This design comes from an exercise in tuning for a short achievable clock period and few clock cycles on the open sky130 flow, not from production work. At most, simulation tests tie the RTL to the original design; equivalence was not proved.

==> v36 <==
==> flow/design.v <==
module cpu(clk,reset,read_data,write_data,N,V,Z,mem_addr,mem_cmd);
input clk, reset;
input [15:0] read_data;
output reg [15:0] write_data;
output reg N, V, Z;
output reg [8:0] mem_addr;
output reg [1:0] mem_cmd;
reg [15:0] R0, R1, R2, R3, R4, R5, R6, R7;
reg [8:0] pc;                 
reg op_fetch;                 
reg op_load;                  
reg [7:0] m_sel;              
reg arr_fetch;                
reg arr_load;                 
reg [7:0] l_sel;
reg d_valid;
reg [15:0] d_ir;
reg d_wr, d_fwdok, d_hzsrc, d_and, d_add, d_cmp, d_inv, d_ldr, d_str, d_halt, d_movi;
reg [7:0] d_rdsel;            
reg [7:0] d_asrc, d_bsrc;     
reg d_hz;                     
reg dA_e, dA_w, dA_l, dB_e, dB_w, dB_l;   
reg [7:0] dA_r, dB_r;         
reg [7:0] e_wsel;             
reg [7:0] e_addsel;           
reg [7:0] e_rdsel;
reg e_and, e_cmp, e_ldr, e_str;
reg [15:0] e_A, e_B;
reg [15:0] e_g, e_p;           
reg [4:0] e_im5;
reg [15:0] a_sum;
reg [7:0] a_sel;
reg w_cmp, w_z, w_a15, w_b15;
reg fN, fV, fZ;               
reg halted;
function [7:0] onehot(input [2:0] x);
  onehot = 8'b1 << x;
endfunction
localparam FW = 16 + 13 + 24;    
function [FW-1:0] predecode(input [15:0] w);
  reg movi, mov, alu, add, cmp, andi, mvn, ldr, str, halt, usesA, usesB, wr;
  begin
    movi = w[15:13] == 3'b110 &  w[12];
    mov  = w[15:13] == 3'b110 & ~w[12];
    alu  = w[15:13] == 3'b101;
    add  = alu & w[12:11] == 2'b00;
    cmp  = alu & w[12:11] == 2'b01;
    andi = alu & w[12:11] == 2'b10;
    mvn  = alu & w[12:11] == 2'b11;
    ldr  = w[15:13] == 3'b011;
    str  = w[15:13] == 3'b100;
    halt = w[15:13] == 3'b111;
    usesA = add | cmp | andi | ldr | str;
    usesB = mov | alu | str;
    wr = movi | mov | add | andi | mvn;
    predecode = {w,
      wr, movi | mov | andi | mvn, add | ldr, andi, add | cmp, cmp, mvn, ldr, str, halt, movi, 2'b00,
      usesA ? onehot(w[10:8]) : 8'b0,
      usesB ? onehot(str ? w[7:5] : w[2:0]) : 8'b0,
      onehot(movi ? w[10:8] : w[7:5])};
  end
endfunction
localparam QN = 6;            
reg [FW-1:0] fq [0:QN-1];     
reg [QN-1:0] qv;              
reg d_take;                   
reg d_load;                   
wire [FW-1:0] pd_in = predecode(read_data);
wire [FW-1:0] x = fq[0];
integer k;
wire [15:0] x_ir = x[FW-1:FW-16];
wire x_wr = x[36], x_fwdok = x[35], x_hzsrc = x[34], x_and = x[33], x_add = x[32], x_cmp = x[31],
     x_inv = x[30], x_ldr = x[29], x_str = x[28], x_halt = x[27], x_movi = x[26];
wire [7:0] x_asrc = x[23:16], x_bsrc = x[15:8], x_rdsel = x[7:0];
wire d_adv = d_valid & d_take;   
wire kill = |((e_wsel | e_addsel) & m_sel);
wire arr_next = op_load & ~kill;
wire e1_fwd = d_valid & d_fwdok;           
wire e1_hz  = d_valid & d_hzsrc;           
wire tA_e = e1_fwd & |(x_asrc & d_rdsel);
wire tB_e = e1_fwd & |(x_bsrc & d_rdsel);
wire tA_w = ~tA_e & |(x_asrc & e_addsel);
wire tB_w = ~tB_e & |(x_bsrc & e_addsel);
wire tA_l = ~tA_e & ~tA_w & arr_next & |(x_asrc & m_sel);
wire tB_l = ~tB_e & ~tB_w & arr_next & |(x_bsrc & m_sel);
wire t_hz = (e1_hz & |((x_asrc | x_bsrc) & d_rdsel)) | (e_ldr & |((x_asrc | x_bsrc) & e_rdsel));
wire hA_w = |(d_asrc & e_addsel);
wire hB_w = |(d_bsrc & e_addsel);
wire hA_l = ~hA_w & arr_next & |(d_asrc & m_sel);
wire hB_l = ~hB_w & arr_next & |(d_bsrc & m_sel);
wire h_hz = e_ldr & |((d_asrc | d_bsrc) & e_rdsel);
function [15:0] ksadd(input [15:0] g0, input [15:0] p0);
  reg [15:0] g, p;
  integer i, d;
  begin
    g = g0;
    p = p0;
    for (d = 1; d < 16; d = d * 2)
      for (i = 15; i >= d; i = i - 1) begin
        g[i] = g[i] | (p[i] & g[i - d]);
        p[i] = p[i] & p[i - d];
      end
    ksadd = p0 ^ {g[14:0], 1'b0};
  end
endfunction
wire [15:0] sum = ksadd(e_g, e_p);
wire [15:0] e_fast = e_and ? e_g : e_p;   
wire [8:0] daddr = e_A[8:0] + {4'b0, e_im5};
wire [15:0] a_val = ({16{dA_e}} & e_fast) | ({16{dA_w}} & a_sum) | ({16{dA_l}} & read_data) |
  ({16{dA_r[0]}} & R0) | ({16{dA_r[1]}} & R1) | ({16{dA_r[2]}} & R2) | ({16{dA_r[3]}} & R3) |
  ({16{dA_r[4]}} & R4) | ({16{dA_r[5]}} & R5) | ({16{dA_r[6]}} & R6) | ({16{dA_r[7]}} & R7);
wire [15:0] b_val = ({16{dB_e}} & e_fast) | ({16{dB_w}} & a_sum) | ({16{dB_l}} & read_data) |
  ({16{dB_r[0]}} & R0) | ({16{dB_r[1]}} & R1) | ({16{dB_r[2]}} & R2) | ({16{dB_r[3]}} & R3) |
  ({16{dB_r[4]}} & R4) | ({16{dB_r[5]}} & R5) | ({16{dB_r[6]}} & R6) | ({16{dB_r[7]}} & R7);
reg [15:0] b_sh;
always @(*) begin
  case (d_ir[4:3])
    2'b00: b_sh = b_val;
    2'b01: b_sh = {b_val[14:0], 1'b0};
    2'b10: b_sh = {1'b0, b_val[15:1]};
    default: b_sh = {b_val[15], b_val[15:1]};
  endcase
end
wire [15:0] b_next = (d_inv ? ~b_sh : b_sh) | {8'b0, d_movi ? d_ir[7:0] : 8'b0};
wire [15:0] a_next = d_cmp ? ~a_val : a_val;
reg [QN-1:0] qv_n;
reg d_valid_n, d_hz_n, halted_n;
always @(*) begin
  qv_n = qv;
  if (d_load & ~arr_fetch) qv_n = qv >> 1;
  else if (arr_fetch & ~d_load) qv_n = {qv[QN-2:0], 1'b1};
  d_valid_n = d_take ? qv[0] : d_valid;
  d_hz_n = d_take ? t_hz : h_hz;
  halted_n = halted | (d_adv & d_halt);
  if (reset) begin
    qv_n = {QN{1'b0}};
    d_valid_n = 1'b0;
    d_hz_n = 1'b0;
    halted_n = 1'b0;
  end
end
always @(posedge clk) begin
  for (k = 0; k < QN; k = k + 1) begin
    if (d_load) begin
      if (k < QN - 1 && qv[k < QN - 1 ? k + 1 : QN - 1]) fq[k] <= fq[k < QN - 1 ? k + 1 : QN - 1];
      else if (arr_fetch & qv[k]) fq[k] <= pd_in;
    end else if (arr_fetch & ~qv[k] & (k == 0 || qv[k > 0 ? k - 1 : 0]))
      fq[k] <= pd_in;
  end
  qv <= qv_n;
  d_valid <= d_valid_n;
  d_hz <= d_hz_n;
  halted <= halted_n;
  d_take <= ~d_valid_n | (~d_hz_n & ~halted_n);
  d_load <= (~d_valid_n | (~d_hz_n & ~halted_n)) & qv_n[0];
  if (d_take) begin
    d_ir <= x_ir;
    d_wr <= x_wr;
    d_fwdok <= x_fwdok;
    d_hzsrc <= x_hzsrc;
    d_and <= x_and;
    d_add <= x_add;
    d_cmp <= x_cmp;
    d_inv <= x_inv;
    d_ldr <= x_ldr;
    d_str <= x_str;
    d_halt <= x_halt;
    d_movi <= x_movi;
    d_rdsel <= x_rdsel;
    d_asrc <= x_asrc;
    d_bsrc <= x_bsrc;
    dA_e <= tA_e;
    dB_e <= tB_e;
    dA_w <= tA_w;
    dB_w <= tB_w;
    dA_l <= tA_l;
    dB_l <= tB_l;
    dA_r <= x_asrc & {8{~tA_e & ~tA_w & ~tA_l}};
    dB_r <= x_bsrc & {8{~tB_e & ~tB_w & ~tB_l}};
  end else begin
    dA_e <= 1'b0;
    dB_e <= 1'b0;
    dA_w <= hA_w;
    dB_w <= hB_w;
    dA_l <= hA_l;
    dB_l <= hB_l;
    dA_r <= d_asrc & {8{~hA_w & ~hA_l}};
    dB_r <= d_bsrc & {8{~hB_w & ~hB_l}};
  end
end
always @(posedge clk) begin
  if (reset) begin
    e_wsel <= 8'b0; e_addsel <= 8'b0; a_sel <= 8'b0; w_cmp <= 1'b0; e_and <= 1'b0; e_cmp <= 1'b0; e_ldr <= 1'b0; e_str <= 1'b0;
  end else begin
    e_wsel <= d_rdsel & {8{d_adv & d_wr & d_fwdok}};
    e_addsel <= d_rdsel & {8{d_adv & d_wr & ~d_fwdok}};
    a_sel <= e_addsel;
    w_cmp <= e_cmp;
    e_and <= d_adv & d_and;
    e_cmp <= d_adv & d_cmp;
    e_ldr <= d_adv & d_ldr;
    e_str <= d_adv & d_str;
  end
  e_rdsel <= d_rdsel;
  e_A <= a_next;
  e_B <= b_next;
  e_g <= a_next & b_next;
  e_p <= a_next ^ b_next;
  e_im5 <= d_ir[4:0];
end
wire w_r15 = ~a_sum[15];    
wire w_v = (w_a15 & w_b15 & ~w_r15) | ((w_a15 != w_b15) & (w_a15 == w_r15));
always @(posedge clk) begin
  if (e_wsel[0]) R0 <= e_fast; else if (a_sel[0]) R0 <= a_sum; else if (arr_load & l_sel[0]) R0 <= read_data;
  if (e_wsel[1]) R1 <= e_fast; else if (a_sel[1]) R1 <= a_sum; else if (arr_load & l_sel[1]) R1 <= read_data;
  if (e_wsel[2]) R2 <= e_fast; else if (a_sel[2]) R2 <= a_sum; else if (arr_load & l_sel[2]) R2 <= read_data;
  if (e_wsel[3]) R3 <= e_fast; else if (a_sel[3]) R3 <= a_sum; else if (arr_load & l_sel[3]) R3 <= read_data;
  if (e_wsel[4]) R4 <= e_fast; else if (a_sel[4]) R4 <= a_sum; else if (arr_load & l_sel[4]) R4 <= read_data;
  if (e_wsel[5]) R5 <= e_fast; else if (a_sel[5]) R5 <= a_sum; else if (arr_load & l_sel[5]) R5 <= read_data;
  if (e_wsel[6]) R6 <= e_fast; else if (a_sel[6]) R6 <= a_sum; else if (arr_load & l_sel[6]) R6 <= read_data;
  if (e_wsel[7]) R7 <= e_fast; else if (a_sel[7]) R7 <= a_sum; else if (arr_load & l_sel[7]) R7 <= read_data;
  a_sum <= sum;
  w_z <= &e_p;
  w_a15 <= ~e_A[15];
  w_b15 <= e_B[15];
  if (w_cmp) begin
    fZ <= w_z;
    fN <= w_r15;
    fV <= w_v;
  end
  Z <= w_cmp ? w_z : fZ;
  N <= w_cmp ? w_r15 : fN;
  V <= w_cmp ? w_v : fV;
end
wire fetch_ok = ~halted & ~(arr_fetch & op_fetch ? qv[QN-3] : (arr_fetch | op_fetch) ? qv[QN-2] : qv[QN-1]);
always @(posedge clk) begin
  if (reset) begin
    mem_cmd <= 2'b11;
    mem_addr <= 9'd0;
    pc <= 9'd1;
    op_fetch <= 1'b1;
    op_load <= 1'b0;
    arr_fetch <= 1'b0;
    arr_load <= 1'b0;
  end else begin
    arr_fetch <= op_fetch;
    arr_load <= arr_next;
    l_sel <= m_sel;
    m_sel <= e_rdsel;
    if (e_ldr | e_str) begin
      mem_addr <= daddr;
      mem_cmd <= e_str ? 2'b01 : 2'b11;
      op_fetch <= 1'b0;
      op_load <= e_ldr;
    end else if (fetch_ok) begin
      mem_addr <= pc;
      pc <= pc + 9'd1;
      mem_cmd <= 2'b11;
      op_fetch <= 1'b1;
      op_load <= 1'b0;
    end else begin
      mem_addr <= pc;
      mem_cmd <= 2'b00;
      op_fetch <= 1'b0;
      op_load <= 1'b0;
    end
  end
end
always @(posedge clk) write_data <= e_B;   
endmodule
==> flow/run.sh <==
#!/bin/bash
# synth_recipe.tcl (not shown) runs the flow's synth.tcl, then flattens the netlist and writes it again
# the make line also repeats each setting of config.mk as NAME=value (left out here)
make -C /OpenROAD-flow-scripts/flow DESIGN_CONFIG=/design/flow/config.mk WORK_HOME=/design/flow/orfs CLKGATE_MAP_FILE= SYNTH_SCRIPT=/design/flow/synth_recipe.tcl finish
==> flow/config.mk <==
export PLATFORM = sky130hd
export DESIGN_NAME = cpu
export DESIGN_NICKNAME = cpu
export VERILOG_FILES = /design/flow/design.v
export SDC_FILE = /design/flow/constraint.sdc
export NUM_CORES = 4
export LEC_CHECK = 0
export ABC_CLOCK_PERIOD_IN_PS = 1500
export CAP_MARGIN = 20
export CORE_MARGIN = 2
export CORE_UTILIZATION = 40
export SETUP_SLACK_MARGIN = 3.0
export SLEW_MARGIN = 20
==> flow/constraint.sdc <==
create_clock -name core_clock -period 5.0 [get_ports {clk}]
set_input_delay 1.0000 -clock core_clock [delete_from_list [all_inputs] [get_ports {clk}]]
set_output_delay 1.0000 -clock core_clock [all_outputs]
set_load 0.01 [all_outputs]
==> v31 (differences from v36) <==
--- a/flow/design.v
+++ b/flow/design.v
@@ -28,3 +28,3 @@
 reg [15:0] e_A, e_B;
-reg [15:0] e_g, e_p;           
+reg [15:0] e_p;                 
 reg [4:0] e_im5;
@@ -63,3 +63,4 @@
 localparam QN = 6;            
-reg [FW-1:0] fq [0:QN-1];     
+reg [FW-1:0] fq0;             
+reg [15:0] fq [1:QN-1];       
 reg [QN-1:0] qv;              
@@ -68,3 +69,3 @@
 wire [FW-1:0] pd_in = predecode(read_data);
-wire [FW-1:0] x = fq[0];
+wire [FW-1:0] x = fq0;
 integer k;
@@ -105,2 +106,3 @@
 endfunction
+wire [15:0] e_g = e_A & e_B;
 wire [15:0] sum = ksadd(e_g, e_p);
@@ -125,2 +127,3 @@
 wire [15:0] a_next = d_cmp ? ~a_val : a_val;
+wire [15:0] p_next = a_val ^ b_sh ^ ({16{d_cmp ^ d_inv}} | {8'b0, d_movi ? d_ir[7:0] : 8'b0});
 reg [QN-1:0] qv_n;
@@ -142,8 +145,13 @@
 always @(posedge clk) begin
-  for (k = 0; k < QN; k = k + 1) begin
+  if (d_load) begin
+    if (qv[1]) fq0 <= predecode(fq[1]);
+    else if (arr_fetch) fq0 <= pd_in;
+  end else if (arr_fetch & ~qv[0])
+    fq0 <= pd_in;
+  for (k = 1; k < QN; k = k + 1) begin
     if (d_load) begin
       if (k < QN - 1 && qv[k < QN - 1 ? k + 1 : QN - 1]) fq[k] <= fq[k < QN - 1 ? k + 1 : QN - 1];
-      else if (arr_fetch & qv[k]) fq[k] <= pd_in;
-    end else if (arr_fetch & ~qv[k] & (k == 0 || qv[k > 0 ? k - 1 : 0]))
-      fq[k] <= pd_in;
+      else if (arr_fetch & qv[k]) fq[k] <= read_data;
+    end else if (arr_fetch & ~qv[k] & qv[k - 1])
+      fq[k] <= read_data;
   end
@@ -206,4 +214,3 @@
   e_B <= b_next;
-  e_g <= a_next & b_next;
-  e_p <= a_next ^ b_next;
+  e_p <= p_next;
   e_im5 <= d_ir[4:0];
@@ -230,5 +237,5 @@
   end
-  Z <= w_cmp ? w_z : fZ;
-  N <= w_cmp ? w_r15 : fN;
-  V <= w_cmp ? w_v : fV;
+  Z <= (w_cmp & w_z) | (~w_cmp & fZ);
+  N <= (w_cmp & w_r15) | (~w_cmp & fN);
+  V <= (w_cmp & w_v) | (~w_cmp & fV);
 end
==> out/metrics.yaml <==
run_status:
  status: "timing/DRC/antenna clean"
drt:
  via_count: 18200
grt:
  met1_usage_pct: 33.2
  grtUsageTotal_pct: 25.4
critical_path:
  crit_buf_inv: 0
  arrival_ns: 2.61
  path_depth: 8
cts:
  h-tree-depth: 2
place:
  gp_congestion: 0.920
(the above is from v31)
==> out/metrics.yaml <==
critical_path:
  arrival_ns: 2.81
  crit_buf_inv: 3
  rr_startpoint: "e_and$_SDFF_PP0_"
run_status:
  status: "timing/DRC/antenna clean"
place:
  gp_congestion: 0.936
grt:
  met1_usage_pct: 31.2
  grtUsageTotal_pct: 24.3
cts:
  h-tree-depth: 3
floorplanning:
  core-area_um2: 69900
(the above is from v36)
Testbench counts of v31, summed over its fixed seeds: cycles 11,711.
No functional check of the RTL was part of v36.

-- afterwards: timing with drivers on the ports --
No port has a modelled driver above. Below, the same layouts with a new extraction and two added sets of constraints.
Step 1 assumes that a clkbuf_16 drives the clock port and a buf_2 every other input.
Step 2 times the ports against the registers' clock, not the clock port: input delays grow and output delays shrink by t, the midpoint of the rising clock arrivals with the driver on.
a / b / c = no drivers / after step 1 / after step 2; a / b = the first two.
| run | t, ns | setup slack, ns | worst hold slack (ns) | latest minus earliest clock arrival (ns) |
|---|---|---|---|---|
| v36 | 0.665 | 2.686 / 2.686 / 2.083 | 0.324 / 0.324 / 0.324 | 0.031 / 0.031 |
| v31 | 0.665 | 2.937 / 2.894 / 2.399 | 0.370 / 0.370 / 0.370 | 0.021 / 0.021 |
After both steps every run listed still meets setup and hold. For v36, which loses most, drivers alone change the setup slack by 0.000 ns; drivers and shift together by -0.603 ns.
